From an optimization exercise on the open Yosys and OpenROAD flow, aimed at small area, a short achievable clock period and few clock cycles per item; shortcuts taken in it are not production practice. In this exercise RTL edits were held to simulation tests only and were not proved equivalent to the original. Power is estimated from default activity; no workload was simulated.

Design bin2BCD, start of the top module:
module bin2BCD(
    input           clk,
    input           rst,
    input           en,
    input   [11:0]  bin_d_in,
    output  [15:0]  bcd_d_out,
    output          rdy
    );
For scale: roughly 16 flip-flops, about 32 I/O pins, ~1300 µm² of cells after synthesis.
Settings: LEC_CHECK=0, ABC_AREA=1, CAP_MARGIN=20, CORE_MARGIN=2, CORE_UTILIZATION=40, SLEW_MARGIN=20; clock period 5.0 ns.
standard.sh (not shown) runs the stock make flow with config.mk's settings and CLKGATE_MAP_FILE= SYNTH_SCRIPT=/design/flow/synth_recipe.tcl, a recipe that flattens the netlist after the stock synthesis.
==> flow/flow/run.sh <==
#!/bin/bash
# Standard ORFS layout with two changes: the port buffers are buf_1, and
# synthesis maps the logic with the ABC script in flow/abc_area.script (a variant of ORFS's area script)
# (a copy of ORFS's scripts folder with only that file replaced).
set -euo pipefail
export BUFFER_PORTS_ARGS="-buffer_cell sky130_fd_sc_hd__buf_1"
rm -rf scripts_mod
cp -r "$FLOW_HOME/scripts" scripts_mod
cp flow/abc_area.script scripts_mod/abc_area.script
bash standard.sh SCRIPTS_DIR="$PWD/scripts_mod" synth > flow_synth.log 2>&1
bash standard.sh finish > flow_make.log 2>&1
==> flow/flow/abc_area.script <==
strash
dch
map -B 0.9
topo
stime -c
upsize -c
dnsize -c
The starting point ran to the end with no violations.
Testbench counts at the start, summed over its fixed seeds: cycles 8,000, items 4,000.
Rerun with:
==> flow/run.sh (new file) <==
#!/bin/bash
# synth_recipe.tcl (not shown) runs the flow's synth.tcl, then flattens the netlist and writes it again
# the make line also repeats each setting of config.mk as NAME=value (left out here)
make -C /OpenROAD-flow-scripts/flow DESIGN_CONFIG=/design/flow/config.mk WORK_HOME=/design/flow/orfs CLKGATE_MAP_FILE= SYNTH_SCRIPT=/design/flow/synth_recipe.tcl finish
removed: flow/flow/run.sh
removed: flow/flow/abc_area.script
removed: flow/standard.sh
What happened:
- The new run finished clean
- wire length grows by 27%
- sequential power hardly moves
- cell area came out higher by 10%
Rerun with:
==> flow/flow/run.sh (new file) <==
#!/bin/bash
# Standard ORFS layout, with the smallest buffer (buf_1) as the port buffer.
set -euo pipefail
export BUFFER_PORTS_ARGS="-buffer_cell sky130_fd_sc_hd__buf_1"
bash standard.sh finish > flow_make.log 2>&1
==> flow/standard.sh (new file) <==
#!/bin/bash
# synth_recipe.tcl (not shown) runs the flow's synth.tcl, then flattens the netlist and writes it again
# the make line also repeats each setting of config.mk as NAME=value (left out here)
make -C /OpenROAD-flow-scripts/flow DESIGN_CONFIG=/design/flow/config.mk WORK_HOME=/design/flow/orfs CLKGATE_MAP_FILE= SYNTH_SCRIPT=/design/flow/synth_recipe.tcl "${@:-finish}"
removed: flow/run.sh
Combinational power went down by 22%.
Clock-buffer cell count grows by 1.
Sequential power barely changes.
Worst setup slack gains 0.43 ns.
Total power is lower by 13%.
Rerun with:
==> flow/flow/run.sh (replaced) <==
#!/bin/bash
# Standard ORFS layout with two changes: the port buffers are buf_1, and
# synthesis maps the logic with the ABC script in flow/abc_area.script (a variant of ORFS's area script)
# (a copy of ORFS's scripts folder with only that file replaced).
set -euo pipefail
export BUFFER_PORTS_ARGS="-buffer_cell sky130_fd_sc_hd__buf_1"
rm -rf scripts_mod
cp -r "$FLOW_HOME/scripts" scripts_mod
cp flow/abc_area.script scripts_mod/abc_area.script
bash standard.sh SCRIPTS_DIR="$PWD/scripts_mod" synth > flow_synth.log 2>&1
bash standard.sh finish > flow_make.log 2>&1
==> flow/flow/abc_area.script (new file) <==
strash
dch
if -K 4
mfs -W 8
strash
dch
map -B 0.9
topo
stime -c
buffer -c
upsize -c
dnsize -c
CORE_UTILIZATION = 70   (was 40)
Result:
- wire length climbs by 1.4%
- count of clock-buffer cells in the layout does not change
- fmax rises by 2.3%
- power goes down by 3.6%
- hold slack barely changes
- synthesized cell count drops by 1.9%
- cell count came out lower by 11%
- final area fell by 8.7%
Rerun with:
CORE_UTILIZATION = 40   (was 70)
Design area went up by 1.5%.
Routed wire length drops by 5.4%.
Power goes down by 1.5%.

[static timing again, ports no longer ideal]
The flow's constraints put no driver on any port. The routed layouts listed below were extracted and timed again, unchanged, in two steps. Step 1 assumes that a clkbuf_16 drives the clock port and a buf_2 every other input. Step 2 times the ports against the registers' clock, not the clock port: input delays grow and output delays shrink by t, the midpoint of the rising clock arrivals with the driver on. Three values: ideal ports, drivers, drivers and shift; two values: the first two.
| run | shift t [ns] | slack for setup (ns) | hold WS [ns] | worst setup path at the end |
|---|---|---|---|---|
| the first run | 0.298 | 2.105 / 2.103 / 1.805 | 0.802 / 0.802 / 1.100 | input to register |
| the second run | 0.301 | 1.604 / 1.598 / 1.297 | 1.157 / 1.154 / 1.456 | input to register |
| the third run | 0.298 | 2.033 / 2.035 / 1.736 | 0.803 / 0.802 / 1.101 | input to register |
| the fourth run | 0.298 | 2.099 / 2.082 / 1.794 | 0.801 / 0.808 / 1.106 | input to register |
| the fifth run | 0.292 | 2.103 / 2.102 / 1.810 | 0.808 / 0.809 / 1.101 | input to register |
After both steps setup and hold are still met in every run listed. For the second run, which loses most, drivers alone change the setup slack by -0.006 ns; drivers and shift together by -0.307 ns.
